This design comes from an exercise in tuning for small area on the open sky130 flow, not from production work.
At most, simulation tests tie the RTL to the original design; equivalence was not proved.
Power and IR drop assume default switching activity.

==> flow/design.v <==
module DE0_NANO_G_Sensor(
	clk,
	rst_n,
	spi_clk_out,
	LED,
	DATA_X,
	G_SENSOR_CS_N,
	G_SENSOR_INT,
	I2C_SCLK,
	I2C_SDAT_IN,
	I2C_SDAT_OUT,
	I2C_SDAT_OE
);
input              clk;
input              rst_n;
input              spi_clk_out;
output      [7:0]  LED;
output reg [15:0]  DATA_X;
output             G_SENSOR_CS_N;
input              G_SENSOR_INT;
output             I2C_SCLK;
input              I2C_SDAT_IN;
output             I2C_SDAT_OUT;
output             I2C_SDAT_OE;
localparam [3:0] S_ST = 4'd13, S_LB = 4'd14, S_HB = 4'd15;
reg  [4:0]  k;
reg  [3:0]  st;
reg  [7:0]  s2p;        
reg  [7:0]  low_byte;
reg  [14:0] idle_q;     
wire rd      = st[3] & st[2];
wire en      = ~k[4];
wire go      = en | (k[3:0] == 4'd0);
wire idle    = ~go;
wire spi_end = (k == 5'd0);
wire je      = (k == 5'd31);        
wire is_st   = (st == S_ST);
wire is_lb   = (st == S_LB);
wire is_hb   = (st == S_HB);
wire hb_go   = je & is_lb;
wire lb_go   = je & is_st & s2p[7];
wire guard   = is_st & k[4] & k[3] & k[2];
wire timeout = (idle_q == 15'h5500);
wire st_go   = timeout | (G_SENSOR_INT & ~guard);
wire start   = ~rd | hb_go | lb_go | st_go;
reg [13:0] wdata;
always @(*)
	case (st)
	4'd1   : wdata = {6'h24, 8'h20};  
	4'd2   : wdata = {6'h25, 8'h03};  
	4'd3   : wdata = {6'h26, 8'h01};  
	4'd4   : wdata = {6'h27, 8'h7f};  
	4'd5   : wdata = {6'h28, 8'h09};  
	4'd6   : wdata = {6'h29, 8'h46};  
	4'd7   : wdata = {6'h2c, 8'h09};  
	4'd8   : wdata = {6'h2e, 8'h10};  
	4'd9   : wdata = {6'h2f, 8'h10};  
	4'd10  : wdata = {6'h31, 8'h40};  
	default: wdata = {6'h2d, 8'h08};  
	endcase
wire [15:0] word = rd ? {2'b10, 4'b1100, st[1], st[1] & st[0], 8'h08} : {2'b00, wdata};
assign G_SENSOR_CS_N = ~go;
assign I2C_SCLK      = en ? spi_clk_out : 1'b1;
assign I2C_SDAT_OE   = en & (~rd | k[3]);
assign I2C_SDAT_OUT  = word[k[3:0]];
always @(posedge clk or negedge rst_n)
	if (!rst_n) begin
		k  <= 5'd27;
		st <= 4'd1;
	end else begin
		if (idle & start) k <= 5'd16;
		else if (go | k[2]) k <= k - 5'd1;
		if (idle & start & rd) st <= hb_go ? S_HB : lb_go ? S_LB : S_ST;
		else if (spi_end & ~rd) st <= st + 4'd1;
	end
wire idle_ld0 = ~rd | (spi_end & is_st);
wire idle_ld2 = spi_end & is_hb;
wire idle_ld  = idle_ld0 | idle_ld2;
always @(posedge clk) begin
	s2p <= {s2p[6:0], I2C_SDAT_IN};
	idle_q[0]    <= idle_ld ? idle_ld2 : ~(idle_q[14] ^ idle_q[13]);
	idle_q[14:1] <= ~(idle_q[13:0] | {14{idle_ld}});
	if (je & is_lb) low_byte <= s2p;
end
always @(posedge clk or negedge rst_n)
	if (!rst_n) DATA_X <= 16'd0;
	else if (je & is_hb) DATA_X <= {s2p, low_byte};
reg  [1:0]  int2_d;
reg         act_n;      
reg  [20:0] pre_q;      
reg  [2:0]  phase;      
wire        int_rise = ~int2_d[1] & int2_d[0];
wire        tick     = (pre_q == 21'h0ccd55);    
wire        pre_ld   = int_rise | tick;
always @(posedge clk or negedge rst_n)
	if (!rst_n) begin
		int2_d <= 2'b00;
		act_n  <= 1'b1;
	end else begin
		int2_d <= {int2_d[0], G_SENSOR_INT};
		if (int_rise) act_n <= 1'b0;
		else if (tick & (&phase)) act_n <= 1'b1;
	end
always @(posedge clk) begin
	pre_q[0]    <= ~pre_ld & (pre_q[20] ^ pre_q[18]);
	pre_q[20:1] <= ~(pre_q[19:0] | {20{pre_ld}});
	if (int_rise) phase <= 3'd0;
	else          phase <= phase + {2'd0, tick};
end
wire [4:0] sel = G_SENSOR_INT ? DATA_X[9:5] :
                 (DATA_X[9] ? (DATA_X[8] ? DATA_X[8:4] : 5'h10) : (DATA_X[8] ? 5'h0f : DATA_X[8:4]));
wire       sgn = sel[4];
wire [2:0] mag = sgn ? ~sel[3:1] : sel[3:1];
reg [7:0] tilt;
always @(*)
	case (mag)
	3'd0: tilt = 8'h18;
	3'd1: tilt = sgn ? 8'h08 : 8'h10;
	3'd2: tilt = sgn ? 8'h0c : 8'h30;
	3'd3: tilt = sgn ? 8'h04 : 8'h20;
	3'd4: tilt = sgn ? 8'h06 : 8'h60;
	3'd5: tilt = sgn ? 8'h02 : 8'h40;
	3'd6: tilt = sgn ? 8'h03 : 8'hc0;
	default: tilt = sgn ? 8'h01 : 8'h80;
	endcase
assign LED = act_n ? tilt : (phase[0] ? 8'h00 : 8'hff);
endmodule
make LEC_CHECK=0 CAP_MARGIN=20 CORE_MARGIN=2 CORE_UTILIZATION=40 SLEW_MARGIN=20 finish   # period 10.0 ns
run.sh (not shown) runs the stock make flow with config.mk's settings and CLKGATE_MAP_FILE= SYNTH_SCRIPT=/design/flow/synth_recipe.tcl, a recipe that flattens the netlist after the stock synthesis.
Next try:
--- a/flow/design.v
+++ b/flow/design.v
@@ -23,16 +23,16 @@
 output             I2C_SDAT_OUT;
 output             I2C_SDAT_OE;
-localparam [3:0] S_ST = 4'd13, S_LB = 4'd14, S_HB = 4'd15;
-reg  [4:0]  k;
+localparam [3:0] S_HB = 4'd12, S_ST = 4'd13, S_LB = 4'd14;
 reg  [3:0]  st;
+reg         go;         
+reg         en;         
+reg  [3:0]  cnt;        
+reg         je;         
 reg  [7:0]  s2p;        
 reg  [7:0]  low_byte;
-reg  [14:0] idle_q;     
+reg  [14:0] idle_lf;    
 wire rd      = st[3] & st[2];
-wire en      = ~k[4];
-wire go      = en | (k[3:0] == 4'd0);
+wire spi_end = en & (cnt == 4'd0);
 wire idle    = ~go;
-wire spi_end = (k == 5'd0);
-wire je      = (k == 5'd31);        
 wire is_st   = (st == S_ST);
 wire is_lb   = (st == S_LB);
@@ -40,6 +40,6 @@
 wire hb_go   = je & is_lb;
 wire lb_go   = je & is_st & s2p[7];
-wire guard   = is_st & k[4] & k[3] & k[2];
-wire timeout = (idle_q == 15'h5500);
+wire guard   = is_st & cnt[3] & cnt[2];
+wire timeout = (idle_lf == 15'h00fe);
 wire st_go   = timeout | (G_SENSOR_INT & ~guard);
 wire start   = ~rd | hb_go | lb_go | st_go;
@@ -59,26 +59,33 @@
 	default: wdata = {6'h2d, 8'h08};  
 	endcase
-wire [15:0] word = rd ? {2'b10, 4'b1100, st[1], st[1] & st[0], 8'h08} : {2'b00, wdata};
+wire [15:0] word = rd ? {2'b10, 4'b1100, ~is_st, is_hb, 8'h08} : {2'b00, wdata};
 assign G_SENSOR_CS_N = ~go;
 assign I2C_SCLK      = en ? spi_clk_out : 1'b1;
-assign I2C_SDAT_OE   = en & (~rd | k[3]);
-assign I2C_SDAT_OUT  = word[k[3:0]];
+assign I2C_SDAT_OE   = en & (~rd | cnt[3]);
+assign I2C_SDAT_OUT  = word[cnt];
 always @(posedge clk or negedge rst_n)
 	if (!rst_n) begin
-		k  <= 5'd27;
+		go <= 1'b0;
+		en <= 1'b0;
 		st <= 4'd1;
 	end else begin
-		if (idle & start) k <= 5'd16;
-		else if (go | k[2]) k <= k - 5'd1;
-		if (idle & start & rd) st <= hb_go ? S_HB : lb_go ? S_LB : S_ST;
-		else if (spi_end & ~rd) st <= st + 4'd1;
+		if (idle) begin
+			if (start) go <= 1'b1;
+			if (rd & start) st <= hb_go ? S_HB : lb_go ? S_LB : S_ST;
+		end else if (spi_end) begin
+			go <= 1'b0;
+			if (!rd) st <= st + 4'd1;
+		end
+		if (spi_end) en <= 1'b0;
+		else if (go) en <= 1'b1;
 	end
-wire idle_ld0 = ~rd | (spi_end & is_st);
-wire idle_ld2 = spi_end & is_hb;
-wire idle_ld  = idle_ld0 | idle_ld2;
 always @(posedge clk) begin
+	if (en | (idle & cnt[2])) cnt <= cnt - 4'd1;
+	else if (go)              cnt <= 4'hf;
+	je  <= spi_end & rd;
 	s2p <= {s2p[6:0], I2C_SDAT_IN};
-	idle_q[0]    <= idle_ld ? idle_ld2 : ~(idle_q[14] ^ idle_q[13]);
-	idle_q[14:1] <= ~(idle_q[13:0] | {14{idle_ld}});
+	if (~rd | (spi_end & is_st)) idle_lf <= 15'h7fff;
+	else if (spi_end & is_hb)    idle_lf <= 15'h7ffc;
+	else                         idle_lf <= {idle_lf[13:0], idle_lf[14] ^ idle_lf[13]};
 	if (je & is_lb) low_byte <= s2p;
 end
@@ -88,9 +95,8 @@
 reg  [1:0]  int2_d;
 reg         act_n;      
-reg  [20:0] pre_q;      
+reg  [20:0] pre_lf;     
 reg  [2:0]  phase;      
 wire        int_rise = ~int2_d[1] & int2_d[0];
-wire        tick     = (pre_q == 21'h0ccd55);    
-wire        pre_ld   = int_rise | tick;
+wire        tick     = (pre_lf == 21'h155400);
 always @(posedge clk or negedge rst_n)
 	if (!rst_n) begin
@@ -103,6 +109,6 @@
 	end
 always @(posedge clk) begin
-	pre_q[0]    <= ~pre_ld & (pre_q[20] ^ pre_q[18]);
-	pre_q[20:1] <= ~(pre_q[19:0] | {20{pre_ld}});
+	if (int_rise | tick) pre_lf <= 21'h1fffff;
+	else                 pre_lf <= {pre_lf[19:0], pre_lf[20] ^ pre_lf[18]};
 	if (int_rise) phase <= 3'd0;
 	else          phase <= phase + {2'd0, tick};
=>
- routed wire length climbs by roughly a tenth
- power climbs by a few percent
- critical path depth is unchanged
- clock skew barely changes
- final cell count stays flat
- clock-buffer cell count drops by 2
- utilization climbs by 0.50 points
- final area climbs slightly
- fmax drops by a few percent
- worst setup slack got worse by 0.34 ns
- die area climbs slightly
- synthesized area climbs slightly
- combinational power drops by a quarter to a third
No functional check of the RTL was part of the second run of this note.

==> port drivers added, routing unchanged <==
The flow's constraints put no driver on any port. The routed layouts listed below were extracted and timed again, unchanged, in two steps. Step 1: set_driving_cell puts a clkbuf_16 on clk and a buf_2 on each other input, an assumption about the parent block. Step 2 adds t to the input delays and takes it off the output delays; t is the mean of the earliest and latest rising clock arrival at the registers after step 1. Input paths then give back, and output paths get back, about the clock's delay inside the block. a / b / c = ideal ports / drivers / drivers and shift; a / b = the first two.
run | t (ns) | setup slack, ns | hold WS [ns] | cell pins on the clock port's net
the first run | 0.371 | 3.981 / 3.949 / 3.949 | 0.356 / 0.356 / 0.356 | 1
the second run | 0.377 | 3.645 / 3.620 / 3.620 | 0.371 / 0.371 / 0.371 | 1
After both steps setup and hold are still met in every run listed. The setup slack of the first run, which loses most, moves by -0.032 ns with the drivers and by -0.032 ns with both steps.
